Source: an optimization exercise on an open RTL-to-GDS flow (aim: small area, a short achievable clock period and few clock cycles). Production flows keep margins and buffers that such runs may drop. Where RTL was checked, it was by simulation tests only, not by an equivalence proof against the original. Only the layout flow was run in runs 2 to 5; the RTL was not checked for function there. Power figures rest on the tool's default switching activity, not on a simulated workload.

File: flow/run.sh
#!/bin/bash
# synth_recipe.tcl (not shown) runs the flow's synth.tcl, then flattens the netlist and writes it again
# the make line also repeats each setting of config.mk as NAME=value (left out here)
make -C /OpenROAD-flow-scripts/flow DESIGN_CONFIG=/design/flow/config.mk WORK_HOME=/design/flow/orfs CLKGATE_MAP_FILE= SYNTH_SCRIPT=/design/flow/synth_recipe.tcl finish
File: flow/config.mk
export PLATFORM = sky130hd
export DESIGN_NAME = ULA
export DESIGN_NICKNAME = ULA
export VERILOG_FILES = /design/flow/design.v
export SDC_FILE = /design/flow/constraint.sdc
export NUM_CORES = 4
export LEC_CHECK = 0
export CAP_MARGIN = 20
export CORE_MARGIN = 2
export CORE_UTILIZATION = 40
export PLACE_DENSITY = 0.6
export SLEW_MARGIN = 20
File: flow/constraint.sdc
create_clock -name core_clock -period 6.0 [get_ports {clk}]
set_input_delay 1.2000 -clock core_clock [delete_from_list [all_inputs] [get_ports {clk}]]
set_output_delay 1.2000 -clock core_clock [all_outputs]
set_load 0.01 [all_outputs]
File: flow/design.v
module rep_pixel(
    input clk,
    input reset,
	 input [2:0] fator,
    output reg [18:0] rom_addr,
    input [7:0] rom_data,
    output reg [18:0] ram_wraddr,
    output reg [7:0] ram_data,
    output reg ram_wren,
    output reg done
);
    parameter LARGURA = 160;
    parameter ALTURA = 120;
    wire [11:0] NEW_LARG = LARGURA * fator;
    wire [11:0] NEW_ALTURA = ALTURA * fator;
    reg [10:0] linha, coluna, di, dj;
    reg fim;
    reg [18:0] wa0, wa1, wa2;
    reg v0, v1, v2, d1, d2;
    always @(posedge clk or negedge reset) begin
        if (!reset) begin
            rom_addr <= 0;
            ram_wraddr <= 0;
            ram_data <= 0;
            ram_wren <= 0;
            done <= 0;
            fim <= 0;
            linha <= 0;
            coluna <= 0;
            di <= 0;
            dj <= 0;
            wa0 <= 0; wa1 <= 0; wa2 <= 0;
            v0 <= 0; v1 <= 0; v2 <= 0; d1 <= 0; d2 <= 0;
        end else begin
            wa1 <= wa0; wa2 <= wa1;
            v1 <= v0; v2 <= v1;
            d1 <= fim; d2 <= d1;
            ram_wraddr <= wa2;
            ram_wren   <= v2;
            ram_data   <= rom_data;
            done       <= d2;
            if (!fim) begin
                rom_addr <= linha * LARGURA + coluna;
                wa0 <= (linha * fator + di) * NEW_LARG + (coluna * fator + dj);
                v0  <= 1;
                if (dj == fator - 1) begin
                    dj <= 0;
                    if (di == fator - 1) begin
                        di <= 0;
                        if (coluna == LARGURA - 1) begin
                            coluna <= 0;
                            if (linha == ALTURA - 1) begin
                                linha <= 0;
                                fim <= 1;
                            end else begin
                                linha <= linha + 1;
                            end
                        end else begin
                            coluna <= coluna + 1;
                        end
                    end else begin
                        di <= di + 1;
                    end
                end else begin
                    dj <= dj + 1;
                end
            end else begin
                v0 <= 0;
            end
        end
    end
endmodule
module decimacao(
    input clk,
    input rst,
	 input [2:0] fator,
    input [7:0] pixel_rom,
    output reg [18:0] rom_addr,
    output reg [18:0] addr_ram_vga,
    output reg [7:0] pixel_saida,
    output reg ram_wren,
    output reg done
);
	 parameter LARGURA = 160;
    parameter ALTURA = 120;
    wire [11:0] NEW_LARG = LARGURA / fator;
    wire [11:0] NEW_ALTURA = ALTURA / fator;
    reg [10:0] x_in, y_in;
    reg fim;
    reg [18:0] wa0, wa1, wa2;
    reg v0, v1, v2, d1, d2;
    always @(posedge clk or negedge rst) begin
        if (!rst) begin
            rom_addr <= 0;
            addr_ram_vga <= 0;
            x_in <= 0;
            y_in <= 0;
            done <= 0;
            fim <= 0;
            pixel_saida <= 0;
            ram_wren <= 0;
            wa0 <= 0; wa1 <= 0; wa2 <= 0;
            v0 <= 0; v1 <= 0; v2 <= 0; d1 <= 0; d2 <= 0;
        end else begin
            wa1 <= wa0; wa2 <= wa1;
            v1 <= v0; v2 <= v1;
            d1 <= fim; d2 <= d1;
            addr_ram_vga <= wa2;
            ram_wren     <= v2;
            pixel_saida  <= pixel_rom;
            done         <= d2;
            if (~fim) begin
                rom_addr <= y_in * LARGURA + x_in;
                wa0 <= (y_in / fator) * NEW_LARG + (x_in / fator);
                v0  <= 1;
                if (x_in >= LARGURA - fator) begin
                    x_in <= 0;
                    if (y_in >= ALTURA - fator) begin
                        y_in <= 0;
                        fim <= 1;
                    end else begin
                        y_in <= y_in + fator;
                    end
                end else begin
                    x_in <= x_in + fator;
                end
            end else begin
                v0 <= 0;
            end
        end
    end
endmodule
module zoom_nn (
    input clk,
    input reset,
    input [2:0] fator,
    output reg [18:0] rom_addr,
    input [7:0] rom_data,
    output reg [18:0] ram_wraddr,
    output reg [7:0] ram_data,
    output reg ram_wren,
    output reg done
);
    parameter LARGURA = 160;
    parameter ALTURA  = 120;
    reg [11:0] NEW_LARG;
    reg [10:0] linha, coluna, di, dj;
    reg fim;
    reg [18:0] wa0, wa1, wa2;
    reg v0, v1, v2, d1, d2;
    always @(posedge clk or negedge reset) begin
        if (!reset) begin
            linha <= 0; coluna <= 0; di <= 0; dj <= 0;
            rom_addr <= 0; ram_wraddr <= 0;
            ram_data <= 0;
            ram_wren <= 0; done <= 0; fim <= 0;
            NEW_LARG <= 0;
            wa0 <= 0; wa1 <= 0; wa2 <= 0;
            v0 <= 0; v1 <= 0; v2 <= 0; d1 <= 0; d2 <= 0;
        end else begin
            wa1 <= wa0; wa2 <= wa1;
            v1 <= v0; v2 <= v1;
            d1 <= fim; d2 <= d1;
            ram_wraddr <= wa2;
            ram_wren   <= v2;
            ram_data   <= rom_data;
            done       <= d2;
            if (NEW_LARG == 0)
                NEW_LARG <= LARGURA * fator;
            else if (!fim) begin
                v0 <= 1;
                if (di == 0 && dj == 0)
                    rom_addr <= linha * LARGURA + coluna;
                wa0 <= (linha * fator + di) * NEW_LARG + (coluna * fator + dj);
                if (dj == fator - 1) begin
                    dj <= 0;
                    if (di == fator - 1) begin
                        di <= 0;
                        if (coluna == LARGURA - 1) begin
                            coluna <= 0;
                            if (linha == ALTURA - 1) begin
                                linha <= 0;
                                fim <= 1;
                            end else begin
                                linha <= linha + 1;
                            end
                        end else begin
                            coluna <= coluna + 1;
                        end
                    end else begin
                        di <= di + 1;
                    end
                end else begin
                    dj <= dj + 1;
                end
            end else begin
                v0 <= 0;
            end
        end
    end
endmodule
module copia_direta (
    input clk,
    input reset,
    output reg [18:0] rom_addr,
    input [7:0] rom_data,
    output reg [18:0] ram_wraddr,
    output reg [7:0] ram_data,
    output reg ram_wren,
    output reg done
);
    parameter TOTAL_PIXELS = 160*120;  
    reg [18:0] counter;
    reg fim;
    reg [18:0] wa0, wa1, wa2;
    reg v0, v1, v2, d1, d2;
    always @(posedge clk or negedge reset) begin
        if (!reset) begin
            counter <= 0;
            rom_addr <= 0;
            ram_wraddr <= 0;
            ram_data <= 0;
            ram_wren <= 0;
            done <= 0;
            fim <= 0;
            wa0 <= 0; wa1 <= 0; wa2 <= 0;
            v0 <= 0; v1 <= 0; v2 <= 0; d1 <= 0; d2 <= 0;
        end else begin
            wa1 <= wa0; wa2 <= wa1;
            v1 <= v0; v2 <= v1;
            d1 <= fim; d2 <= d1;
            ram_wraddr <= wa2;
            ram_wren   <= v2;
            ram_data   <= rom_data;
            done       <= d2;
            if (counter < TOTAL_PIXELS) begin
                rom_addr   <= counter;
                wa0        <= counter;
                v0         <= 1;
                counter    <= counter + 1;
            end else begin
                v0  <= 0;
                fim <= 1;
            end
        end
    end
endmodule
module media_blocos (
    input clk,
    input reset,
    input [2:0] fator,
    input [7:0] pixel_rom,
    output reg [18:0] rom_addr,
    output reg [18:0] ram_wraddr,
    output reg [7:0] pixel_saida,
    output reg ram_wren,
    output reg done
);
    parameter LARGURA = 160;
    parameter ALTURA  = 120;
    reg [11:0] NEW_LARG, NEW_ALTURA;
    reg [10:0] bloco_x, bloco_y;
    reg [3:0] sub_x, sub_y;
    reg [15:0] soma_pixels;
    reg [1:0] estado;
    localparam IDLE = 2'b00, READ_BLOCK = 2'b01, CALC_AVERAGE = 2'b10, WRITE_OUTPUT = 2'b11;
    reg fim;
    reg [18:0] wa0, wa1, wa2;
    reg v0, v1, v2, p0, p1, p2, u0, u1, u2, d1, d2;
    wire [15:0] soma_prox = (p2 ? 16'd0 : soma_pixels) + pixel_rom;
    always @(posedge clk or negedge reset) begin
        if (!reset) begin
            rom_addr <= 0; ram_wraddr <= 0; pixel_saida <= 0; done <= 0;
            bloco_x <= 0; bloco_y <= 0; sub_x <= 0; sub_y <= 0;
            soma_pixels <= 0; estado <= IDLE;
            NEW_LARG <= 0; NEW_ALTURA <= 0;
            ram_wren <= 0; fim <= 0;
            wa0 <= 0; wa1 <= 0; wa2 <= 0;
            v0 <= 0; v1 <= 0; v2 <= 0; p0 <= 0; p1 <= 0; p2 <= 0;
            u0 <= 0; u1 <= 0; u2 <= 0; d1 <= 0; d2 <= 0;
        end else begin
            wa1 <= wa0; wa2 <= wa1;
            v1 <= v0; v2 <= v1;
            p1 <= p0; p2 <= p1;
            u1 <= u0; u2 <= u1;
            d1 <= fim; d2 <= d1;
            done <= d2;
            ram_wren <= v2 & u2;
            if (v2) begin
                soma_pixels <= soma_prox;
                if (u2) begin
                    if (fator == 2)
                        pixel_saida <= soma_prox >> 2;
                    else if (fator == 4)
                        pixel_saida <= soma_prox >> 4;
                    else
                        pixel_saida <= soma_prox / (fator*fator);
                    ram_wraddr <= wa2;
                end
            end
            if (NEW_LARG == 0) begin
                NEW_LARG <= LARGURA / fator;
                NEW_ALTURA <= ALTURA / fator;
            end
            v0 <= 0;
            case(estado)
                IDLE: begin
                    sub_x <= 0; sub_y <= 0;
                    estado <= READ_BLOCK;
                end
                READ_BLOCK: if (!fim) begin
                    rom_addr <= (bloco_y*fator + sub_y)*LARGURA + (bloco_x*fator + sub_x);
                    wa0 <= bloco_y * NEW_LARG + bloco_x;
                    v0 <= 1;
                    p0 <= (sub_x == 0) && (sub_y == 0);
                    u0 <= (sub_x >= fator - 1) && (sub_y >= fator - 1);
                    if (sub_x >= fator - 1) begin
                        sub_x <= 0;
                        if (sub_y >= fator - 1)
                            estado <= CALC_AVERAGE;
                        else
                            sub_y <= sub_y + 1;
                    end else
                        sub_x <= sub_x + 1;
                end
                CALC_AVERAGE: begin
                    estado <= WRITE_OUTPUT;
                end
                WRITE_OUTPUT: begin
                    if (bloco_x >= NEW_LARG - 1) begin
                        bloco_x <= 0;
                        if (bloco_y >= NEW_ALTURA - 1) begin
                            bloco_y <= 0;
                            fim <= 1;
                        end else
                            bloco_y <= bloco_y + 1;
                    end else
                        bloco_x <= bloco_x + 1;
                    sub_x <= 0; sub_y <= 0;
                    estado <= READ_BLOCK;
                end
            endcase
        end
    end
endmodule
module ULA (
    input clk,
    input reset,                 
    input [3:0] seletor,         
    output reg saida,
    output reg [18:0] rom_addr,
    input [7:0] rom_data,
    output reg [18:0] ram_wraddr,
    output reg [7:0] ram_data,
    output reg ram_wren,
    output reg done
);
    reg [3:0] state;  
    parameter ST_RESET       = 4'b0111,
              ST_REPLICACAO  = 4'b0000,
              ST_DECIMACAO   = 4'b0001,
              ST_ZOOMNN      = 4'b0010,
				  ST_MEDIA       = 4'b0011,
              ST_COPIA_DIRETA = 4'b0100,
              ST_REPLICACAO4  = 4'b1000,
              ST_DECIMACAO4 = 4'b1001,
              ST_ZOOMNN4 = 4'b1010,
              ST_MED4 = 4'b1011;
    wire [18:0] rom_addr_rep;
    wire [18:0] ram_wraddr_rep;
    wire [7:0]  ram_data_rep;
    wire        ram_wren_rep;
    wire        done_rep;
	 wire [18:0] rom_addr_rep4;
    wire [18:0] ram_wraddr_rep4;
    wire [7:0]  ram_data_rep4;
    wire        ram_wren_rep4;
    wire        done_rep4;
    wire [18:0] rom_addr_dec;
    wire [18:0] ram_wraddr_dec;
    wire [7:0]  ram_data_dec;
    wire        ram_wren_dec;
    wire        done_dec;
    wire [18:0] rom_addr_dec4;
    wire [18:0] ram_wraddr_dec4;
    wire [7:0]  ram_data_dec4;
    wire        ram_wren_dec4;
    wire        done_dec4;
    wire [18:0] rom_addr_zoom;
    wire [18:0] ram_wraddr_zoom;
    wire [7:0]  ram_data_zoom;
    wire        ram_wren_zoom;
    wire        done_zoom;
	 wire [18:0] rom_addr_zoom4;
    wire [18:0] ram_wraddr_zoom4;
    wire [7:0]  ram_data_zoom4;
    wire        ram_wren_zoom4;
    wire        done_zoom4;
    wire [18:0] rom_addr_copia;
    wire [18:0] ram_wraddr_copia;
    wire [7:0]  ram_data_copia;
    wire        ram_wren_copia;
    wire        done_copia;
	 wire [18:0] rom_addr_med;
    wire [18:0] ram_wraddr_med;
    wire [7:0]  ram_data_med;
    wire        ram_wren_med;
    wire        done_med;
	 wire [18:0] rom_addr_med4;
    wire [18:0] ram_wraddr_med4;
    wire [7:0]  ram_data_med4;
    wire        ram_wren_med4;
    wire        done_med4;
    reg reset_rep;
    reg reset_rep4;
    reg reset_dec;
    reg reset_dec4;
    reg reset_zoom;
    reg reset_zoom4;
    reg reset_copia;
	 reg reset_med;
	 reg reset_med4;
    rep_pixel rep_inst(
        .clk(clk),
        .reset(reset_rep),
		  .fator(2),
        .rom_addr(rom_addr_rep),
        .rom_data(rom_data),
        .ram_wraddr(ram_wraddr_rep),
        .ram_data(ram_data_rep),
        .ram_wren(ram_wren_rep),
        .done(done_rep)
    );
	  rep_pixel rep_inst4(
        .clk(clk),
        .reset(reset_rep4),
        .fator(4),
        .rom_addr(rom_addr_rep4),
        .rom_data(rom_data),
        .ram_wraddr(ram_wraddr_rep4),
        .ram_data(ram_data_rep4),
        .ram_wren(ram_wren_rep4),
        .done(done_rep4)
    ); 
    decimacao dec_inst(
        .clk(clk),
        .rst(reset_dec),
		  .fator(2),
        .pixel_rom(rom_data),
        .rom_addr(rom_addr_dec),
        .addr_ram_vga(ram_wraddr_dec),
        .pixel_saida(ram_data_dec),
        .ram_wren(ram_wren_dec),
        .done(done_dec)
    );
	 decimacao dec_inst4(
        .clk(clk),
        .rst(reset_dec4),
		  .fator(4),
        .pixel_rom(rom_data),
        .rom_addr(rom_addr_dec4),
        .addr_ram_vga(ram_wraddr_dec4),
        .pixel_saida(ram_data_dec4),
        .ram_wren(ram_wren_dec4),
        .done(done_dec4)
    );
    zoom_nn zoom_inst(
        .clk(clk),
        .reset(reset_zoom),
		  .fator(2),
        .rom_addr(rom_addr_zoom),
        .rom_data(rom_data),
        .ram_wraddr(ram_wraddr_zoom),
        .ram_data(ram_data_zoom),
        .ram_wren(ram_wren_zoom),
        .done(done_zoom)
    );
	 zoom_nn zoom_inst4(
        .clk(clk),
        .reset(reset_zoom4),
		  .fator(4),
        .rom_addr(rom_addr_zoom4),
        .rom_data(rom_data),
        .ram_wraddr(ram_wraddr_zoom4),
        .ram_data(ram_data_zoom4),
        .ram_wren(ram_wren_zoom4),
        .done(done_zoom4)
    );
    copia_direta copia_inst(
        .clk(clk),
        .reset(reset_copia),
        .rom_addr(rom_addr_copia),
        .rom_data(rom_data),
        .ram_wraddr(ram_wraddr_copia),
        .ram_data(ram_data_copia),
        .ram_wren(ram_wren_copia),
        .done(done_copia)
    );
	 media_blocos med_inst(
        .clk(clk),
        .reset(reset_med),
		  .fator(2),
        .pixel_rom(rom_data),
        .rom_addr(rom_addr_med),
        .ram_wraddr(ram_wraddr_med),
        .pixel_saida(ram_data_med),
        .ram_wren(ram_wren_med),
        .done(done_med)
    );
	 media_blocos med_inst4(
        .clk(clk),
        .reset(reset_med4),
		  .fator(4),
        .pixel_rom(rom_data),
        .rom_addr(rom_addr_med4),
        .ram_wraddr(ram_wraddr_med4),
        .pixel_saida(ram_data_med4),
        .ram_wren(ram_wren_med4),
        .done(done_med4)
    );
    always @(posedge clk or negedge reset) begin
        if (!reset) begin
            state <= ST_RESET;
            saida <= 1'b0;
            rom_addr <= 0;
            ram_wraddr <= 0;
            ram_data <= 0;
            ram_wren <= 0;
            done <= 0;
            reset_rep <= 1'b0;
		      reset_rep4 <= 1'b0;
            reset_dec <= 1'b0;
		      reset_dec4 <= 1'b0;
            reset_zoom <= 1'b0;
		      reset_zoom4 <= 1'b0;
            reset_copia <= 1'b0;
		      reset_med <= 1'b0;
				reset_med4 <= 1'b0;
        end else begin
            case(state)
                ST_RESET: begin
                    reset_rep <= 1'b0;
		              reset_rep4 <= 1'b0;
                    reset_dec <= 1'b0;
		              reset_dec4 <= 1'b0;
                    reset_zoom <= 1'b0;
		              reset_zoom4 <= 1'b0;
                    reset_copia <= 1'b0;
		              reset_med <= 1'b0;
						  reset_med4 <= 1'b0;
                    rom_addr    <= 0;
                    ram_wraddr  <= 0;
                    ram_data    <= 0;
                    ram_wren    <= 0;
                    done        <= 0;
                    case(seletor)
                        4'b0000: state <= ST_REPLICACAO;
                        4'b0001: state <= ST_DECIMACAO;
                        4'b0010: state <= ST_ZOOMNN;
								4'b0011: state <= ST_MEDIA;
                        4'b0100: state <= ST_COPIA_DIRETA;
								4'b1000: state <= ST_REPLICACAO4;
								4'b1001:state <= ST_DECIMACAO4;
								4'b1010: state <= ST_ZOOMNN4;
								4'b1011: state <= ST_MED4;
                        default: state <= ST_RESET;
                    endcase
                end
                ST_REPLICACAO: begin
                    reset_rep   <= 1'b1;
						  reset_rep4   <= 1'b0;
                    reset_dec   <= 1'b0;
						  reset_dec4   <= 1'b0;
                    reset_zoom  <= 1'b0;
						  reset_zoom4  <= 1'b0;
                    reset_copia <= 1'b0;
				  		  reset_med <= 1'b0;
						  reset_med4 <= 1'b0;
                    rom_addr    <= rom_addr_rep;
                    ram_wraddr  <= ram_wraddr_rep;
                    ram_data    <= ram_data_rep;
                    ram_wren    <= ram_wren_rep;
                    done        <= done_rep;
                    if (seletor != 4'b0000) state <= ST_RESET;
                end
					 ST_REPLICACAO4: begin
                    reset_rep   <= 1'b0;
						  reset_rep4   <= 1'b1;
                    reset_dec   <= 1'b0;
						  reset_dec4   <= 1'b0;
                    reset_zoom  <= 1'b0;
						  reset_zoom4  <= 1'b0;
                    reset_copia <= 1'b0;
				  		  reset_med <= 1'b0;
						  reset_med4 <= 1'b0;
                    rom_addr    <= rom_addr_rep4;
                    ram_wraddr  <= ram_wraddr_rep4;
                    ram_data    <= ram_data_rep4;
                    ram_wren    <= ram_wren_rep4;
                    done        <= done_rep4;
                    if (seletor != 4'b1000) state <= ST_RESET;
                end
                ST_DECIMACAO: begin
                    reset_rep   <= 1'b0;
						  reset_rep4   <= 1'b0;
                    reset_dec   <= 1'b1;
						  reset_dec4   <= 1'b0;
                    reset_zoom  <= 1'b0;
						  reset_zoom4  <= 1'b0;
                    reset_copia <= 1'b0;
				  		  reset_med <= 1'b0;
						  reset_med4 <= 1'b0;
                    rom_addr    <= rom_addr_dec;
                    ram_wraddr  <= ram_wraddr_dec;
                    ram_data    <= ram_data_dec;
                    ram_wren <= ram_wren_dec;
                    done        <= done_dec;
                    if (seletor != 4'b0001) state <= ST_RESET;
                end
					 ST_DECIMACAO4: begin
						  reset_rep   <= 1'b0;
						  reset_rep4   <= 1'b0;
                    reset_dec   <= 1'b0;
						  reset_dec4   <= 1'b1;
                    reset_zoom  <= 1'b0;
						  reset_zoom4  <= 1'b0;
                    reset_copia <= 1'b0;
				  		  reset_med <= 1'b0;
						  reset_med4 <= 1'b0;
                    rom_addr    <= rom_addr_dec4;
                    ram_wraddr  <= ram_wraddr_dec4;
                    ram_data    <= ram_data_dec4;
                    ram_wren <= ram_wren_dec4;
                    done        <= done_dec4;
						  if (seletor != 4'b1001) state <= ST_RESET;
					 end
                ST_ZOOMNN: begin
                    reset_rep   <= 1'b0;
						  reset_rep4   <= 1'b0;
                    reset_dec   <= 1'b0;
						  reset_dec4   <= 1'b0;
                    reset_zoom  <= 1'b1;
						  reset_zoom4  <= 1'b0;
                    reset_copia <= 1'b0;
				  		  reset_med <= 1'b0;
						  reset_med4 <= 1'b0;
                    rom_addr    <= rom_addr_zoom;
                    ram_wraddr  <= ram_wraddr_zoom;
                    ram_data    <= ram_data_zoom;
                    ram_wren    <= ram_wren_zoom;
                    done        <= done_zoom;
                    if (seletor != 4'b0010) state <= ST_RESET;
                end
					 ST_ZOOMNN4: begin
                    reset_rep   <= 1'b0;
						  reset_rep4   <= 1'b0;
                    reset_dec   <= 1'b0;
						  reset_dec4   <= 1'b0;
                    reset_zoom  <= 1'b0;
						  reset_zoom4  <= 1'b1;
                    reset_copia <= 1'b0;
					     reset_med4 <= 1'b0;
				  		  reset_med <= 1'b0;
						  reset_med4 <= 1'b0;
                    rom_addr    <= rom_addr_zoom4;
                    ram_wraddr  <= ram_wraddr_zoom4;
                    ram_data    <= ram_data_zoom4;
                    ram_wren    <= ram_wren_zoom4;
                    done        <= done_zoom4;
                    if (seletor != 4'b1010) state <= ST_RESET;
                end
					 ST_MEDIA: begin
                    reset_rep   <= 1'b0;
						  reset_rep4   <= 1'b0;
                    reset_dec   <= 1'b0;
						  reset_dec4   <= 1'b0;
                    reset_zoom  <= 1'b0;
						  reset_zoom4  <= 1'b0;
                    reset_copia <= 1'b0;
				  		  reset_med <= 1'b1;
						  reset_med4 <= 1'b0;
                    rom_addr <= rom_addr_med; 
						  ram_wraddr <= ram_wraddr_med; 
						  ram_data <= ram_data_med; 
						  ram_wren <= ram_wren_med;
						  done <= done_med;
                    if (seletor != 4'b0011) state <= ST_RESET;
                end
					 ST_MED4: begin
                    reset_rep   <= 1'b0;
						  reset_rep4   <= 1'b0;
                    reset_dec   <= 1'b0;
						  reset_dec4   <= 1'b0;
                    reset_zoom  <= 1'b0;
						  reset_zoom4  <= 1'b0;
                    reset_copia <= 1'b0;
				  		  reset_med <= 1'b0;
						  reset_med4 <= 1'b1;
                    rom_addr <= rom_addr_med4; 
						  ram_wraddr <= ram_wraddr_med4; 
						  ram_data <= ram_data_med4; 
						  ram_wren <= ram_wren_med4;
						  done <= done_med4;
                    if (seletor != 4'b1011) state <= ST_RESET;
                end
                ST_COPIA_DIRETA: begin
                    reset_rep   <= 1'b0;
				  		  reset_med <= 1'b0;  
						  reset_dec   <= 1'b0;
                    reset_zoom  <= 1'b0;
                    reset_copia <= 1'b1;
                    rom_addr    <= rom_addr_copia;
                    ram_wraddr  <= ram_wraddr_copia;
                    ram_data    <= ram_data_copia;
                    ram_wren    <= ram_wren_copia;
                    done        <= done_copia;
                    if (seletor != 4'b0100) state <= ST_RESET;
                end
                default: state <= ST_RESET;
            endcase
        end
    end
endmodule
==> reports/qor.yml, run 1 <==
final_area_sq_um: 73600
clockRootBuffer: "clkbuf_16"
post-route-drc-count: 0
antenna_found_initial: 13
nets: 6684
grt_util_all_layers_pct: 21.0
syn_area_sq_um: 65300
p_per_area_nw_per_um2: 306
ys_seq_area_share_pct: 51.6
cts_buffers: 146
outcome: "no timing/DRC/antenna violations"
final_cell_mix: "1331 x dfrtp_1, 666 x nand2_1, 531 x ha_1"
synth_ff_type: "dfrtp_1"
postCtsSetupBuffers: 0
rsz0062_at_grt: "false"
firstDrtPassIters: 10
synth_area_leader_cell: "dfrtp_1"
worstMarginPinSlew_ns: 1.10
ios: 63
grtUsageMet2_pct: 31.9
ys.warnings.count: 14
cts_max_level: 4
fmax_ghz: 0.212
worst_ep_arrival_time_ns: 5.40
finalHoldWorstSlack_ns: 0.221
vias: 44900
critical_path_class: "flop to flop"
synth-edff-count: 0
cts_tree: "done"
post_dp_cell_area_sq_um: 68400
postCtsResizedCells: 0
post-route-period-util_pct: 78.6
antenna_left: 0
clkSlewWorstSetupHoldPaths_ns: 0.07
busiest_layer: "met2"
multiInputGateArea_sq_um: 29800
drive_gt1_share_pct: 7.82
clock-sinks: 1346
grt_overflow: 0
maxCapViolations: 0
r2r_setup_slack_ns: 1.28
insertion_delay_ns: 0.79
slew-limit-headroom_pct: 26.5
synth_area_leaders: "dfrtp_1 52%, ha_1 10%, xnor2_1 4.7%"
crit_fanout: 6
totalWireLength_um: 173000
core_sq_um: 162000
cts_max_path_buffers: 3
finalCriticalPeriod_ns: 4.72
worstPathRequired_ns: 6.68
syn_avg_cell_area_sq_um: 10.9
layout_commonest_cell: "dfrtp_1"
syn_to_final_growth_pct: 12.8
reg2reg_to: "rep_inst.wa0[18]$_DFFE_PN0N_"
final_cells: 8390
synthArstFlopShare_pct: 100
grt_max_degree: 142
totalNegativeSetupSlack_ns: 0
worstRegToRegCells: 21
ir_worst_vdd_mv: 0.323
synth_top_area_share_pct: 51.5
num_rows: 148
gp_congestion: 0.939
post_drt_wl_per_cell_um: 20.7
dp_cells: 8123
report.final.slew_viol_count: 0
cp-start-kind: "flop"
viasPerCell: 5.35
cp-end-kind: "flop"
grtUsageMet3_pct: 3.58
cts-hold-fix-buffers: 0
finClkSkew_ns: 0.0394
fin_util_pct: 45.3
finalHoldViolations: 0
power.leakage_nw: 35.7
use_met1_pct: 30.0
die_y_um: 408
ys_ff_latch: 1346
timing.rr.start: "rep_inst.coluna[0]$_DFFE_PN0P_"
initial_utilization_pct: 40.2
hpwl_um: 129000
grt_pass1_wl_um: 271000
first_global_vias: 44700
dieArea_sq_um: 166000
synth_cell_types: 89
finalSetupViolations: 0
hold_path.class: "flop to async pin"
register_area_sq_um: 33700
dieWidth_um: 408
numPortBuffers: 61
netlist_instances: 6011
drt_iter0_markers: 4014
fill_cells: 14900
[area by class of cell]
| class | count | share of cell area, % |
|---|---|---|
| clock buffer | 202 | 5.79 |
| tap | 2175 | 3.70 |
| sequential | 1346 | 45.8 |
| antenna | 2 | 0.00680 |
| timing repair buffer | 104 | 1.31 |
| multi-input combinational | 4191 | 40.5 |
| inverter | 307 | 1.57 |
| clock inverter | 63 | 1.27 |
[worst max path at each step]
stage / endpoint / startpoint / cells after the start
2_1_floorplan: med_inst.NEW_ALTURA[2]$_DFFE_PN0N_ / reset_med$_DFFE_PN0P_ / 0
3_3_place_gp: rep_inst.wa0[18]$_DFFE_PN0N_ / rep_inst.linha[0]$_DFFE_PN0P_ / 19
3_5_place_dp: rep_inst.wa0[18]$_DFFE_PN0N_ / rep_inst.coluna[0]$_DFFE_PN0P_ / 21
4_1_cts: rep_inst.wa0[18]$_DFFE_PN0N_ / rep_inst.coluna[0]$_DFFE_PN0P_ / 21
5_1_grt: rep_inst.wa0[18]$_DFFE_PN0N_ / rep_inst.coluna[0]$_DFFE_PN0P_ / 21
6_report: rep_inst.wa0[18]$_DFFE_PN0N_ / rep_inst.coluna[0]$_DFFE_PN0P_ / 21
[layer usage]
layer  share of wire, %  vias up
li1                   -    21200
met1                 46    22400
met2                 44     1060
met3                5.6      251
met4                3.7       12
met5              0.051        -
[synthesized netlist by cell type, types with 25 or more instances]
master	n
dfrtp_1	1343
nand2_1	667
ha_1	531
o21ai_0	459
xnor2_1	347
inv_1	304
nor2_1	302
a21oi_1	210
nand3_1	168
xor2_1	162
clkbuf_1	153
a22oi_1	136
mux2_2	126
a21o_1	105
nor2b_1	88
and3_1	87
nand4_1	79
nor3_1	72
and2_1	48
fa_1	43
nand2b_1	41
o21bai_1	34
o21a_1	31
o31ai_1	31
mux2i_1	29
a221oi_1	28
a31oi_1	28
a222oi_1	26
a21boi_0	25
[kinds of logic (layout without fill, tap and decap cells)]
kind of cell	after synthesis	in the layout	synth area share (%)
AND/OR/NAND/NOR	1685	1685	12.3
flip-flops	1346	1346	51.6
AO/OA/AOI/OAI	1260	1260	12.3
adder cells (fa/ha/maj)	574	574	11.5
XOR/XNOR	510	510	6.87
buffers and inverters	479	676	2.79
multiplexers	155	155	2.62
other	2	9	0.0115
[worst max-delay path: stages (launching register included)]
cell	delay (ns)
dfrtp_1	0.44
ha_1	0.21
inv_1	0.06
fa_1	0.40
nor2b_1	0.12
o21ai_0	0.10
a21boi_0	0.25
o21ai_0	0.11
nand2_1	0.11
a21oi_1	0.07
o21ai_0	0.35
a2111oi_0	0.18
nand3b_1	0.19
ha_1	0.34
or2_2	0.12
a21oi_1	0.05
a2111oi_0	0.64
and3_1	0.33
a32o_1	0.19
nand2_1	0.06
xor2_1	0.16
o21ai_0	0.15
[metrics by stage]
| stage | power [mW] | setup slack, ns |
|---|---|---|
| 2_1_floorplan | 11.9 | 1.11 |
| 3_3_place_gp | 13.1 | 1.31 |
| 3_5_place_dp | 13.1 | 1.32 |
| 4_1_cts | 22.7 | 1.26 |
| 5_1_grt | 23.5 | 0.789 |
| 6_report | 22.6 | 1.28 |
[power by group]
group / switching [mW] / internal [mW] / leakage, nW
logic: 1.48 / 0.989 / 15.4
registers: 0.871 / 9.67 / 17.8
clock network: 3.87 / 5.67 / 2.52
total: 6.22 / 16.3 / 35.7
Testbench counts, summed over its fixed seeds: cycles 2,531,001.
==> inputs of run 2 (changes only) <==
==> flow/design.v (replaced) <==
module ULA (
    input clk,
    input reset,
    input [3:0] seletor,
    output saida,
    output [18:0] rom_addr,
    input [7:0] rom_data,
    output reg [18:0] ram_wraddr,
    output reg [7:0] ram_data,
    output reg ram_wren,
    output reg done
);
    assign saida = 1'b0;
    reg [3:0] mode;
    reg start;
    always @(posedge clk or negedge reset) begin
        if (!reset) begin
            mode  <= 4'b1111;
            start <= 1'b0;
        end else begin
            mode  <= seletor;
            start <= (seletor != mode);
        end
    end
    wire f4     = mode[3];
    wire is_avg = ~mode[2] & mode[1] & mode[0];
    wire is_dec = ~mode[2] & ~mode[1] & mode[0];
    wire is_rep = ~mode[2] & ~mode[0];
    wire valid  = ~mode[2] | (mode == 4'b0100);
    reg [1:0] c0, c1;
    reg [7:0] x;
    reg [6:0] y;
    reg [14:0] ra;
    reg run;
    assign rom_addr = {4'b0, ra};
    wire [1:0] lim0 = (is_rep | is_avg) ? (f4 ? 2'd3 : 2'd1) : 2'd0;
    wire [1:0] lim2 = is_rep ? (f4 ? 2'd3 : 2'd1) : 2'd0;
    wire [7:0] limx = is_dec ? (f4 ? 8'd39 : 8'd79) : 8'd159;
    wire [6:0] limy = (is_dec | is_avg) ? (f4 ? 7'd29 : 7'd59) : 7'd119;
    wire e0 = (c0 == lim0);
    wire ex = (x == limx);
    wire e2 = (c1 == lim2);
    wire ey = (y == limy);
    wire last = e0 & ex & e2 & ey;
    wire wr = ~is_avg | (e0 & x[0] & (~f4 | x[1]));
    reg [14:0] k;
    always @* begin
        if (!e0)
            k = is_avg ? 15'd160 : 15'd0;
        else if (!ex)
            k = is_avg ? (f4 ? -15'd479 : -15'd159) :
                is_dec ? (f4 ? 15'd4 : 15'd2) : 15'd1;
        else if (!e2)
            k = -15'd159;
        else
            k = is_dec ? (f4 ? 15'd484 : 15'd162) : 15'd1;
    end
    always @(posedge clk) begin
        if (start) begin
            c0 <= 0; c1 <= 0; x <= 0; y <= 0; ra <= 0;
        end else if (run) begin
            ra <= ra + k;
            if (!e0) c0 <= c0 + 1'b1;
            else begin
                c0 <= 0;
                if (!ex) x <= x + 1'b1;
                else begin
                    x <= 0;
                    if (!e2) c1 <= c1 + 1'b1;
                    else begin
                        c1 <= 0;
                        y <= y + 1'b1;
                    end
                end
            end
        end
    end
    reg v1, l1, r1;
    always @(posedge clk or negedge reset) begin
        if (!reset) begin
            run <= 1'b0; v1 <= 1'b0; l1 <= 1'b0; r1 <= 1'b0;
            ram_wren <= 1'b0; done <= 1'b0;
        end else begin
            if (start) run <= valid;
            else if (last) run <= 1'b0;
            v1 <= run & wr & ~start;
            l1 <= run & last & ~start;
            r1 <= run & ~start;
            ram_wren <= v1 & ~start;
            done <= ~start & (done | l1);
        end
    end
    reg [11:0] sum;
    wire [11:0] nsum = sum + rom_data;
    always @(posedge clk) begin
        if (start) ram_wraddr <= {19{1'b1}};
        else ram_wraddr <= ram_wraddr + v1;
        sum <= (v1 | ~r1) ? 12'd0 : nsum;
        ram_data <= !is_avg ? rom_data : f4 ? nsum[11:4] : nsum[9:2];
    end
endmodule
==> reports/qor.yml, run 2 <==
netlist_instances: 514
cp-start-kind: "flop"
die_y_um: 111
ys.warnings.count: 1
cts_tree: "done"
dieWidth_um: 111
yosysMostFrequentCell: "dfxtp_1"
post_drt_wl_per_cell_um: 13.8
firstDrtPassIters: 4
p_per_area_nw_per_um2: 235
postCtsResizedCells: 0
reg2reg_to: "ra[14]$_SDFFE_PP0P_"
top_register: "ram_wraddr"
worstRegToRegCells: 15
clockRootBuffer: "clkbuf_16"
cts-hold-fix-buffers: 0
grt_pass1_wl_um: 16900
dieArea_sq_um: 12300
post-route-drc-count: 0
cts_max_path_buffers: 2
worstMarginPinSlew_ns: 0.945
grt_overflow: 0
largest_register_ffs: 19
synth_area_leader_cell: "dfxtp_1"
finalSetupViolations: 0
antenna_left: 0
slew-limit-headroom_pct: 36.7
finClkSkew_ns: 0.00518
grt_max_degree: 57
reg_top3: "ram_wraddr x19, ra x15, sum x12"
rsz0062_at_grt: "false"
synth_cell_types: 64
first_global_vias: 3534
drive_gt1_share_pct: 7.01
syn_to_final_growth_pct: 21.9
critical_path_class: "flop to flop"
insertion_delay_ns: 0.35
report.final.slew_viol_count: 0
yosys-top-cells-count: "73 x dfxtp_1, 57 x nor2_1, 32 x nand2_1, 31 x a21oi_1, 31 x xnor2_1"
cp_common_cell: "a21oi_1"
syn_avg_cell_area_sq_um: 8.91
path_cells: "nor3b_4, nand4_2, a2111oi_4, nand2_1, a21oi_1, ha_1, inv_1, fa_1, nand2b_1, a21oi_1, o21ai_0, o211a_1, nor4b_1, a211oi_1, nand4_1"
whs_path_depth: 2
grt_util_all_layers_pct: 16.8
ys_seq_area_share_pct: 38.0
fill_cells: 1094
timing.rr.start: "mode[0]$_DFF_PN1_"
clock-sinks: 84
cp-end-kind: "flop"
slowest_delay_ns: 0.63
layout_commonest_cell: "dfxtp_1"
cts_buffers: 9
synth_top_area_share_pct: 31.9
drt_iter0_markers: 221
clkSlewWorstSetupHoldPaths_ns: 0.06
synth_area_leaders: "dfxtp_1 32%, ha_1 6.6%, xnor2_1 5.9%"
numPortBuffers: 57
syn_area_sq_um: 4580
totalWireLength_um: 9860
register_area_sq_um: 1740
synthArstFlopShare_pct: 13.1
worstPathRequired_ns: 6.29
ios: 63
final_cell_mix: "73 x dfxtp_1, 57 x nor2_1, 57 x clkdlybuf4s50_1"
hold_path.class: "flop to flop"
ys_ff_latch: 84
diodes: 0
viasPerCell: 5.25
hpwl_um: 7240
slowest_stage: "a2111oi_4"
cts_max_level: 3
fin_util_pct: 49.5
r2r_setup_slack_ns: 1.68
hold_end: "done$_DFF_PN0_"
power.leakage_nw: 2.17
vias: 3746
num_rows: 39
post-route-period-util_pct: 72.0
finalCriticalPeriod_ns: 4.32
totalNegativeSetupSlack_ns: 0
antenna_found_initial: 0
total_power_mw: 1.31
min_from: "l1$_DFF_PN0_"
maxCapViolations: 0
gp_congestion: 0.803
fmax_ghz: 0.232
synth-edff-count: 0
initial_utilization_pct: 40.6
outcome: "no timing/DRC/antenna violations"
postCtsSetupBuffers: 0
multiInputGateArea_sq_um: 2680
synth_ff_type: "dfxtp_1"
core_sq_um: 11300
crit_fanout: 7
finalHoldViolations: 0
worst_ep_arrival_time_ns: 4.61
nets: 606
ir_worst_vdd_mv: 0.124
==> run 2: cell types whose count changed after synthesis, sizes merged, moves of 136 or more <==
cell	change
dfrtp	-1336
nand2	-634
ha	-507
o21ai	-439
xnor2	-316
inv	-288
nor2	-246
a21oi	-179
nand3	-153
xor2	-148
clkbuf	-142
a22oi	-136
==> run 2: critical path, delay by kind of cell, from the launching register on <==
| family | cells | cell delay (ns) |
|---|---|---|
| flip-flops | 1 | 0.58 |
| AND/OR/NAND/NOR | 6 | 1.33 |
| AO/OA/AOI/OAI | 6 | 1.73 |
| adder cells (fa/ha/maj) | 2 | 0.56 |
| buffers and inverters | 1 | 0.05 |
==> run 2: cell type report <==
cell class	instances	share of cell area (%)
inverters	16	1.08
clock inverters	5	1.50
well taps	143	3.20
multi-input cells	396	48.0
flip-flops and latches	84	31.2
clock buffers	11	4.53
repair buffers	59	10.5
==> run 2: metrics by stage <==
| stage | setup WS [ns] | area (sq um) | hold WS [ns] | cells |
|---|---|---|---|---|
| 2_1_floorplan | 2.16 | 4590 | 0.442 | 518 |
| 3_3_place_gp | 1.87 | 5250 | 0.456 | 698 |
| 3_5_place_dp | 1.66 | 5250 | 0.465 | 698 |
| 4_1_cts | 1.66 | 5580 | 0.479 | 714 |
| 5_1_grt | 1.29 | 5580 | 0.517 | 714 |
| 6_report | 1.68 | 5580 | 0.473 | 714 |
==> run 2: per-layer routing <==
layer | GRT usage [%] | part of all wire [%] | vias to the layer above
li1 | - | - | 1910
met1 | 22.5 | 49 | 1770
met2 | 26.1 | 45 | 53
met3 | 3.01 | 3.3 | 13
met4 | 8.33 | 2.5 | 0
met5 | 0 | 0 | -
==> run 2: worst max path at each step <==
stage / to / slack, ns / from
floorplan: ra[14]$_SDFFE_PP0P_ / 2.16 / mode[1]$_DFF_PN1_
global placement: ra[14]$_SDFFE_PP0P_ / 1.87 / mode[0]$_DFF_PN1_
detailed placement: ra[14]$_SDFFE_PP0P_ / 1.66 / mode[0]$_DFF_PN1_
CTS: ra[14]$_SDFFE_PP0P_ / 1.66 / mode[0]$_DFF_PN1_
global route: ra[14]$_SDFFE_PP0P_ / 1.29 / mode[0]$_DFF_PN1_
finish: ra[14]$_SDFFE_PP0P_ / 1.68 / mode[0]$_DFF_PN1_
==> run 2: power by group <==
group	internal [mW]	leakage [nW]	total (mW)	switching (mW)
clock network	0.388	0.158	0.621	0.233
registers	0.570	0.724	0.579	0.00875
logic	0.0514	1.28	0.114	0.0626
==> run 2: kinds of logic (layout without fill, tap and decap cells) <==
group,count (synthesis),after routing,synth area share (%)
other,1,5,0.0819
multiplexers,13,13,3.01
flip-flops,84,84,38.0
AO/OA/AOI/OAI,103,103,14.8
AND/OR/NAND/NOR,204,204,24.2
adder cells (fa/ha/maj),26,26,7.43
buffers and inverters,38,91,3.74
XOR/XNOR,45,45,8.61
==> inputs of run 3 (changes only) <==
--- a/flow/config.mk
+++ b/flow/config.mk
@@ -11,2 +11,3 @@
 export PLACE_DENSITY = 0.6
+export SETUP_SLACK_MARGIN = 3.8
 export SLEW_MARGIN = 20
==> reports/qor.yml, run 3 <==
synth_top_area_share_pct: 31.9
p_int_mw: 1.10
syn_avg_cell_area_sq_um: 8.91
drive_gt1_share_pct: 35.7
hold_path.class: "flop to flop"
synthArstFlopShare_pct: 13.1
cts_buffers: 9
post_drt_wl_per_cell_um: 15.3
synth_cell_types: 64
maxCapViolations: 0
clockPowerShare_pct: 48.6
clockRootBuffer: "clkbuf_16"
grt_pass1_wl_um: 18700
ys_ff_latch: 84
ios: 63
dieWidth_um: 111
hpwl_um: 7260
initial_utilization_pct: 40.6
insertion_delay_ns: 0.35
finalSetupViolations: 0
syn_to_final_growth_pct: 48.2
netlist_instances: 514
worstMarginPinSlew_ns: 0.593
slew-limit-headroom_pct: 60.5
grt_util_all_layers_pct: 18.5
synth_ff_type: "dfxtp_1"
top_register: "ram_wraddr"
finalHoldWorstSlack_ns: 0.473
yosys-top-cells-count: "73 x dfxtp_1, 57 x nor2_1, 32 x nand2_1, 31 x a21oi_1, 31 x xnor2_1"
clock-sinks: 84
clkSlewWorstSetupHoldPaths_ns: 0.06
power.leakage_nw: 2.62
cts_max_level: 3
fmax_ghz: 0.287
post-route-drc-count: 0
p_per_area_nw_per_um2: 211
finalHoldViolations: 0
layout_commonest_cell: "dfxtp_1"
p_seq_share_pct: 40.3
report.final.slew_viol_count: 0
totalNegativeSetupSlack_ns: 0
rsz0062_at_grt: "true"
firstDrtPassIters: 4
first_global_vias: 3858
cp-end-kind: "flop"
synth_area_leaders: "dfxtp_1 32%, ha_1 6.6%, xnor2_1 5.9%"
final_cell_mix: "52 x dfxtp_1, 48 x nor2_1, 45 x buf_4"
reg_top3: "ram_wraddr x19, ra x15, sum x12"
diodes: 0
finalCriticalPeriod_ns: 3.49
dieArea_sq_um: 12300
cts_tree: "done"
largest_register_ffs: 19
synth_area_leader_cell: "dfxtp_1"
antenna_found_initial: 0
dp_cells: 698
core_sq_um: 11300
synth-edff-count: 0
fill_cells: 968
ys_seq_area_share_pct: 38.0
num_rows: 39
ir_worst_vdd_mv: 0.131
nets: 662
post-route-period-util_pct: 58.2
yosysMostFrequentCell: "dfxtp_1"
drt_iter0_markers: 225
antenna_left: 0
crit_fanout: 10
grt_overflow: 0
syn_area_sq_um: 4580
cp-start-kind: "flop"
grt_max_degree: 57
vias: 4094
numPortBuffers: 57
viasPerCell: 5.32
final_cells: 770
gp_congestion: 0.835
switching_power_mw: 0.327
critical_path_class: "flop to flop"
outcome: "no timing/DRC/antenna violations"
switching_share_pct: 22.9
die_y_um: 111
worst_ep_arrival_time_ns: 3.71
cts_max_path_buffers: 2
worstPathRequired_ns: 6.22
finClkSkew_ns: 0.00479
ys.warnings.count: 1
totalWireLength_um: 11800
combPwrFrac_pct: 11.1
-- run 3: cell counts after synthesis --
No cell type changed its count.
-- run 3: timing repair --
item | in CTS | in global routing
pin swaps | 60 | 47
gates resized for setup | 185 | 76
endpoints found under the setup margin | 95 | 71
hold buffers | 0 | 0
cloned | 0 | 0
setup buffers | 35 | 21
-- run 3: final cells by class --
type                       count  area, sq um  area share, %
multi-input combinational    396         3380           49.8
sequential                    84         1780           26.2
clock inverter                 6          134           1.97
clock buffer                  10          239           3.52
inverter                      16         65.1          0.959
timing repair buffer         115         1010           14.9
tap                          143          179           2.64
-- run 3: power by group through the flow --
stage | clock, mW | sequential [mW] | combinational [mW]
2_1_floorplan | 0 | 0.591 | 0.0854
3_3_place_gp | 0 | 0.591 | 0.122
3_5_place_dp | 0 | 0.592 | 0.123
4_1_cts | 0.710 | 0.578 | 0.141
5_1_grt | 0.733 | 0.578 | 0.171
6_report | 0.695 | 0.577 | 0.158
-- run 3: cells by family (layout without fill, tap and decap cells) --
logic type	count (synthesis)	after routing	synth area share (%)
other	1	5	0.0819
muxes	13	13	3.01
buffers and inverters	38	147	3.74
DFF	84	84	38.0
and+or+nand+nor	204	204	24.2
AOI/OAI and AO/OA	103	103	14.8
adders and majority gates	26	26	7.43
xor gates and xnor gates	45	45	8.61
-- run 3: worst paths after layout --
path / start / endpoint / slack (ns) / depth (start not counted)
worst max-delay path: mode[0]$_DFF_PN1_ / ra[14]$_SDFFE_PP0P_ / 2.51 / 16
worst min-delay path: l1$_DFF_PN0_ / done$_DFF_PN0_ / 0.47 / 2
worst max register to register: mode[0]$_DFF_PN1_ / ra[14]$_SDFFE_PP0P_ / 2.51 / 16
worst min register to register: l1$_DFF_PN0_ / done$_DFF_PN0_ / 0.47 / 2
max in group asynchronous: reset / mode[0]$_DFF_PN1_ / 4.40 / 1
min in group asynchronous: reset / ram_wren$_DFF_PN0_ / 1.22 / 1
-- run 3: layer usage --
layer / track usage, % / wire [um]
met2: 30.5 / 5760
met1: 22.9 / 5410
met4: 8.75 / 221
met3: 3.99 / 405
met5: 0 / 0
-- run 3: metrics by stage --
stage	power, mW	setup slack [ns]	util (%)	cell area [sq um]
finish	1.43	2.51	60.2	6790
global route	1.48	2.29	60.2	6790
CTS	1.43	2.51	56.5	6370
detailed placement	0.715	2.15	48.1	5430
global placement	0.713	2.23	48.1	5430
floorplan	0.676	2.51	-	4780
-- run 3: worst max-delay path, stage by stage, from the launching register on --
cell and delay (ns):
dfstp_2 0.39, buf_4 0.14, nor2_1 0.30, nor3_1 0.14, a31oi_4 0.52, nand2_4 0.13, a21oi_4 0.16, ha_4 0.15
inv_2 0.03, fa_2 0.34, nand2b_4 0.17, a21oi_4 0.21, o21ai_1 0.11, o211a_1 0.26, nand4b_1 0.10, mux2_2 0.14
nand4_1 0.08
==> inputs of run 4 (changes only) <==
--- a/flow/design.v
+++ b/flow/design.v
@@ -32,2 +32,3 @@
     reg [6:0] y;
+    reg e0, ex, e2, ey;
     reg [14:0] ra;
@@ -35,10 +36,4 @@
     assign rom_addr = {4'b0, ra};
-    wire [1:0] lim0 = (is_rep | is_avg) ? (f4 ? 2'd3 : 2'd1) : 2'd0;
-    wire [1:0] lim2 = is_rep ? (f4 ? 2'd3 : 2'd1) : 2'd0;
-    wire [7:0] limx = is_dec ? (f4 ? 8'd39 : 8'd79) : 8'd159;
-    wire [6:0] limy = (is_dec | is_avg) ? (f4 ? 7'd29 : 7'd59) : 7'd119;
-    wire e0 = (c0 == lim0);
-    wire ex = (x == limx);
-    wire e2 = (c1 == lim2);
-    wire ey = (y == limy);
+    wire [7:0] limx1 = is_dec ? (f4 ? 8'd38 : 8'd78) : 8'd158;
+    wire [6:0] limy1 = (is_dec | is_avg) ? (f4 ? 7'd28 : 7'd58) : 7'd118;
     wire last = e0 & ex & e2 & ey;
@@ -60,14 +55,25 @@
             c0 <= 0; c1 <= 0; x <= 0; y <= 0; ra <= 0;
-        end else if (run) begin
+            e0 <= ~(is_rep | is_avg); ex <= 1'b0; e2 <= ~is_rep; ey <= 1'b0;
+        end else begin
             ra <= ra + k;
-            if (!e0) c0 <= c0 + 1'b1;
-            else begin
+            if (!e0) begin
+                c0 <= c0 + 1'b1;
+                e0 <= ~f4 | (c0 == 2'd2);
+            end else begin
                 c0 <= 0;
-                if (!ex) x <= x + 1'b1;
-                else begin
+                e0 <= ~(is_rep | is_avg);
+                if (!ex) begin
+                    x <= x + 1'b1;
+                    ex <= (x == limx1);
+                end else begin
                     x <= 0;
-                    if (!e2) c1 <= c1 + 1'b1;
-                    else begin
+                    ex <= 1'b0;
+                    if (!e2) begin
+                        c1 <= c1 + 1'b1;
+                        e2 <= ~f4 | (c1 == 2'd2);
+                    end else begin
                         c1 <= 0;
+                        e2 <= ~is_rep;
                         y <= y + 1'b1;
+                        ey <= (y == limy1);
                     end
--- a/flow/config.mk
+++ b/flow/config.mk
@@ -11,3 +11,3 @@
 export PLACE_DENSITY = 0.6
-export SETUP_SLACK_MARGIN = 3.8
+export SETUP_SLACK_MARGIN = 3.6
 export SLEW_MARGIN = 20
==> reports/qor.yml, run 4 <==
finClkSkew_ns: 0.00881
drt_iter0_markers: 149
slew-limit-headroom_pct: 64.2
finalCriticalPeriod_ns: 2.54
viasPerCell: 5.12
firstDrtPassIters: 5
synth_cell_types: 72
syn_to_final_growth_pct: 37.0
die_y_um: 111
hold_path.class: "flop to flop"
cts_max_level: 3
yosys-top-cells-count: "76 x dfxtp_1, 62 x nor2_1, 30 x a21oi_1, 30 x nand2_1, 27 x ha_1"
report.final.slew_viol_count: 0
cp_top_family: "compound AO/OA/AOI/OAI gates"
numPortBuffers: 57
fill_cells: 1051
ios: 63
maxCapViolations: 0
initial_utilization_pct: 40.8
syn_avg_cell_area_sq_um: 9.09
path_cells: "buf_4, nand3b_4, nor2_2, o21a_4, ha_2, a21o_1, a21o_1, a221oi_4, xnor2_1, nor2_1"
num_rows: 39
crit_buf_inv: 1
gp_congestion: 0.844
synth_area_leaders: "dfxtp_1 33%, ha_1 7.3%, nor2_1 5.0%"
critical_path_class: "flop to flop"
clockRootBuffer: "clkbuf_16"
antenna_found_initial: 0
synth_top_area_share_pct: 33.0
crit_fanout: 8
finalHoldViolations: 0
ir_worst_vdd_mv: 0.139
synth_ff_type: "dfxtp_1"
cp-end-kind: "flop"
finalSetupViolations: 0
worstMarginPinSlew_ns: 0.537
core_sq_um: 11300
rsz0062_at_grt: "true"
top_register: "ram_wraddr"
worst_ep_arrival_time_ns: 2.76
drive_gt1_share_pct: 25.9
dieWidth_um: 111
register_area_sq_um: 1850
dieArea_sq_um: 12400
nets: 648
power.leakage_nw: 2.62
p_per_area_nw_per_um2: 204
synth_area_leader_cell: "dfxtp_1"
outcome: "no timing/DRC/antenna violations"
cts_tree: "done"
largest_register_ffs: 19
synth-edff-count: 1
totalWireLength_um: 10700
first_global_vias: 3822
slowest_stage: "dfstp_2"
vias: 3853
diodes: 0
final_cells: 753
grt_pass1_wl_um: 17800
layout_commonest_cell: "dfxtp_1"
final_cell_mix: "68 x dfxtp_1, 58 x nor2_1, 38 x dlygate4sd2_1"
ys_ff_latch: 88
syn_area_sq_um: 4620
cts_buffers: 9
cts-hold-fix-buffers: 0
fmax_ghz: 0.393
cts_max_path_buffers: 2
grt_max_degree: 56
clock-sinks: 88
slowest_delay_ns: 0.57
insertion_delay_ns: 0.34
cp-start-kind: "flop"
multiInputGateArea_sq_um: 2960
antenna_left: 0
synthArstFlopShare_pct: 12.5
worstPathRequired_ns: 6.21
yosysMostFrequentCell: "dfxtp_1"
grt_util_all_layers_pct: 17.3
post_drt_wl_per_cell_um: 14.3
totalNegativeSetupSlack_ns: 0
ys.warnings.count: 1
grt_overflow: 0
cp_common_cell: "a21o_1"
hpwl_um: 6840
clkSlewWorstSetupHoldPaths_ns: 0.06
netlist_instances: 508
ys_seq_area_share_pct: 39.7
reg_top3: "ram_wraddr x19, ra x15, sum x12"
post-route-period-util_pct: 42.4
post-route-drc-count: 0
dp_cells: 688
==> run 4: repair_timing <==
item | in CTS | in global routing
resized for setup | 105 | 50
setup buffers | 36 | 13
pin swaps | 45 | 31
setup endpoints to repair | 67 | 30
cloned | 0 | 0
endpoints found under the hold margin | 0 | 0
==> run 4: area by class of cell <==
| class | count | share of cell area, % |
|---|---|---|
| Timing Repair Buffer | 107 | 15.4 |
| Multi-Input combinational cell | 377 | 46.8 |
| Inverter | 22 | 1.31 |
| Sequential cell | 88 | 29.2 |
| Clock inverter | 2 | 0.198 |
| Tap cell | 143 | 2.83 |
| Clock buffer | 14 | 4.33 |
==> run 4: layer usage <==
layer	vias to the layer above	global-route usage (%)	wire [um]
met2	56	29.4	5270
met1	1849	22.0	4980
li1	1933	-	-
met3	15	3.32	328
met4	0	6.34	171
met5	-	0	0
==> run 4: kinds of logic after synthesis <==
| family | synth area share (%) |
|---|---|
| AOI/OAI and AO/OA | 15.3 |
| xor gates and xnor gates | 9.08 |
| adders and majority gates | 8.18 |
| buffers and inverters | 4.93 |
| DFF | 39.7 |
| muxes | 0.650 |
| other | 0.0812 |
| and+or+nand+nor | 22.1 |
==> run 4: worst paths after layout <==
path	cells after the start	slack [ns]	startpoint	endpoint
min in group asynchronous	1	1.19	reset	l1$_DFF_PN0_
max in group asynchronous	1	4.46	reset	mode[0]$_DFF_PN1_
worst min register to register	1	0.43	c0[0]$_SDFF_PP0_	c0[0]$_SDFF_PP0_
worst max register to register	10	3.46	mode[0]$_DFF_PN1_	ra[12]$_SDFF_PP0_
worst min-delay path	1	0.43	c0[0]$_SDFF_PP0_	c0[0]$_SDFF_PP0_
worst max-delay path	10	3.46	mode[0]$_DFF_PN1_	ra[12]$_SDFF_PP0_
==> run 4: where the power goes <==
group          switching [mW]  internal, mW
clock network           0.227         0.315
registers              0.0110         0.599
logic                  0.0680        0.0682
==> run 4: per-stage QoR <==
stage / util (%) / hold slack (ns) / area [sq um] / setup slack, ns / power [mW]
2_1_floorplan: - / 0.397 / 4770 / 3.40 / 0.696
3_3_place_gp: 47.4 / 0.406 / 5370 / 2.77 / 0.729
3_5_place_dp: 47.4 / 0.412 / 5370 / 2.69 / 0.730
4_1_cts: 53.4 / 0.422 / 6040 / 3.42 / 1.29
5_1_grt: 55.9 / 0.454 / 6320 / 3.31 / 1.34
6_report: 55.9 / 0.429 / 6320 / 3.46 / 1.29
==> inputs of run 5 (changes only) <==
--- a/flow/config.mk
+++ b/flow/config.mk
@@ -11,3 +11,2 @@
 export PLACE_DENSITY = 0.6
-export SETUP_SLACK_MARGIN = 3.6
 export SLEW_MARGIN = 20
==> reports/qor.yml, run 5 <==
outcome: "no timing/DRC/antenna violations"
final_area_sq_um: 5590
cp.depth: 13
ir_worst_vdd_mv: 0.109
diodes: 0
synth-edff-count: 1
p_per_area_nw_per_um2: 243
cp-end-kind: "flop"
cp_common_cell: "nor2_1"
critical_path_class: "flop to flop"
finClkSkew_ns: 0.00556
cp_top_family: "simple AND/OR/NAND/NOR gates"
dieArea_sq_um: 12400
yosysMostFrequentCell: "dfxtp_1"
core_sq_um: 11300
post-route-drc-count: 0
top_register: "ram_wraddr"
slowest_stage: "dfstp_2"
clockPowerShare_pct: 47.6
synth_ff_type: "dfxtp_1"
p_seq_share_pct: 45.0
use_met1_pct: 20.6
finalHoldViolations: 0
whs_path_depth: 1
cts_max_level: 3
maxCapViolations: 0
cts_max_path_buffers: 2
largest_register_ffs: 19
ys.warnings.count: 1
cts_tree: "done"
cts_buffers: 9
synth_top_area_share_pct: 33.0
layout_commonest_cell: "dfxtp_1"
slowest_delay_ns: 0.62
yosys-top-cells-count: "76 x dfxtp_1, 62 x nor2_1, 30 x a21oi_1, 30 x nand2_1, 27 x ha_1"
fill_cells: 1118
rsz0062_at_grt: "false"
crit_fanout: 7
combPwrFrac_pct: 7.4
ios: 63
report.final.slew_viol_count: 0
post_drt_wl_per_cell_um: 13.6
power.leakage_nw: 2.25
hold_path.class: "flop to flop"
clockRootBuffer: "clkbuf_16"
totalWireLength_um: 9550
finalCriticalPeriod_ns: 3.14
fmax_ghz: 0.319
hpwl_um: 6850
numPortBuffers: 57
grtUsageMet3_pct: 3.38
clock-sinks: 88
worstMarginPinSlew_ns: 0.541
cts-hold-fix-buffers: 0
p_int_mw: 1.05
final_cell_mix: "76 x dfxtp_1, 62 x nor2_1, 57 x clkdlybuf4s50_1"
gp_congestion: 0.844
first_global_vias: 3643
slew-limit-headroom_pct: 63.9
grt_max_degree: 56
antenna_left: 0
syn_avg_cell_area_sq_um: 9.09
nets: 599
grt_util_all_layers_pct: 16.1
worstRegToRegCells: 13
initial_utilization_pct: 40.8
antenna_found_initial: 0
postCtsSetupBuffers: 0
switching_share_pct: 22.4
postCtsResizedCells: 0
grt_pass1_wl_um: 16500
insertion_delay_ns: 0.34
worst_ep_arrival_time_ns: 3.35
netlist_instances: 508
die_y_um: 111
finalSetupViolations: 0
num_rows: 39
synth_cell_types: 72
post_dp_cell_area_sq_um: 5240
grtUsageMet2_pct: 27.0
syn_area_sq_um: 4620
post-route-period-util_pct: 52.3
vias: 3612
dieWidth_um: 111
crit_buf_inv: 1
synth_area_leaders: "dfxtp_1 33%, ha_1 7.3%, nor2_1 5.0%"
clkSlewWorstSetupHoldPaths_ns: 0.06
firstDrtPassIters: 4
ys_seq_area_share_pct: 39.7
cp-start-kind: "flop"
synth_area_leader_cell: "dfxtp_1"
syn_to_final_growth_pct: 21.0
synthArstFlopShare_pct: 12.5
ys_ff_latch: 88
drt_iter0_markers: 146
viasPerCell: 5.13
path_cells: "nor2b_4, nand2b_1, nor2_1, nand2_1, or2_2, inv_1, ha_1, a21o_1, a21oi_1, o31a_1, o21bai_1, xnor2_1, nor2_1"
grt_overflow: 0
drive_gt1_share_pct: 8.20
switching_power_mw: 0.304
worstPathRequired_ns: 6.21
reg_top3: "ram_wraddr x19, ra x15, sum x12"
totalNegativeSetupSlack_ns: 0
busiest_layer: "met2"
-- run 5: stage by stage --
| stage | std cells | setup WS [ns] | hold WS [ns] | utilization, % | total power, mW |
|---|---|---|---|---|---|
| 2_1_floorplan | 512 | 3.23 | 0.397 | - | 0.691 |
| 3_3_place_gp | 688 | 2.64 | 0.405 | 46.3 | 0.723 |
| 3_5_place_dp | 688 | 2.58 | 0.421 | 46.3 | 0.724 |
| 4_1_cts | 704 | 2.81 | 0.430 | 49.4 | 1.38 |
| 5_1_grt | 704 | 2.64 | 0.466 | 49.4 | 1.41 |
| 6_report | 704 | 2.86 | 0.427 | 49.4 | 1.36 |
-- run 5: layout make-up --
class | instances | area [sq um] | share of cell area, %
Sequential cell | 88 | 1830 | 32.8
Multi-Input combinational cell | 377 | 2570 | 46.0
Clock buffer | 9 | 225 | 4.03
Clock inverter | 7 | 119 | 2.13
Timing Repair Buffer | 58 | 578 | 10.3
Inverter | 22 | 82.6 | 1.48
Tap cell | 143 | 179 | 3.20
-- run 5: cells by family (layout without fill, tap and decap cells) --
| kind of cell | count (synthesis) | in the layout | synth area share, % |
|---|---|---|---|
| XOR/XNOR | 47 | 47 | 9.08 |
| other | 1 | 5 | 0.0812 |
| flip-flops | 88 | 88 | 39.7 |
| adder cells (fa/ha/maj) | 29 | 29 | 8.18 |
| AO/OA/AOI/OAI | 99 | 99 | 15.3 |
| buffers and inverters | 47 | 96 | 4.93 |
| multiplexers | 3 | 3 | 0.650 |
| AND/OR/NAND/NOR | 194 | 194 | 22.1 |
-- run 5: final timing paths --
check	to	startpoint	slack [ns]
max in group asynchronous	mode[2]$_DFF_PN1_	reset	4.48
max	ra[11]$_SDFF_PP0_	mode[0]$_DFF_PN1_	2.86
min reg2reg	c0[0]$_SDFF_PP0_	c0[0]$_SDFF_PP0_	0.43
min	c0[0]$_SDFF_PP0_	c0[0]$_SDFF_PP0_	0.43
max reg2reg	ra[11]$_SDFF_PP0_	mode[0]$_DFF_PN1_	2.86
min in group asynchronous	ram_wren$_DFF_PN0_	reset	1.17
-- run 5: metal layers --
metal / vias to the layer above / share of wire [%]
li1: 1837 / -
met1: 1704 / 48
met2: 61 / 47
met3: 10 / 4.3
met4: 0 / 1.4
met5: - / 0
-- run 5: power groups by stage --
stage	Combinational [mW]	Clock [mW]	Sequential [mW]
floorplan	0.0719	0	0.619
global placement	0.0989	0	0.624
detailed placement	0.101	0	0.624
CTS	0.101	0.663	0.611
global route	0.112	0.686	0.613
finish	0.100	0.646	0.611

## static timing again, ports no longer ideal
The results above use ideal ports. As a check the final layouts listed here were re-extracted and re-timed, cells and wires unchanged. Step 1, drivers: a clkbuf_16 drives clk and a buf_2 each remaining input, both assumed. Step 2 adds t to the input delays and takes it off the output delays; t is the mean of the earliest and latest rising clock arrival at the registers after step 1. Input paths then give back, and output paths get back, about the clock's delay inside the block. Slacks: no drivers / after step 1 / after step 2; pairs: no drivers / after step 1.
| run | t (ns) | setup slack, ns | latest minus earliest clock arrival (ns) |
|---|---|---|---|
| run 1 | 0.847 | 1.284 / 1.284 / 1.284 | 0.041 / 0.041 |
| run 2 | 0.385 | 1.680 / 1.680 / 1.680 | 0.005 / 0.005 |
| run 3 | 0.380 | 2.511 / 2.511 / 2.511 | 0.005 / 0.004 |
| run 4 | 0.370 | 3.458 / 3.458 / 3.166 | 0.009 / 0.009 |
| run 5 | 0.375 | 2.864 / 2.864 / 2.583 | 0.005 / 0.006 |
After both steps every run listed still meets setup and hold. For run 4, which loses most, drivers alone change the setup slack by 0.000 ns; drivers and shift together by -0.292 ns.
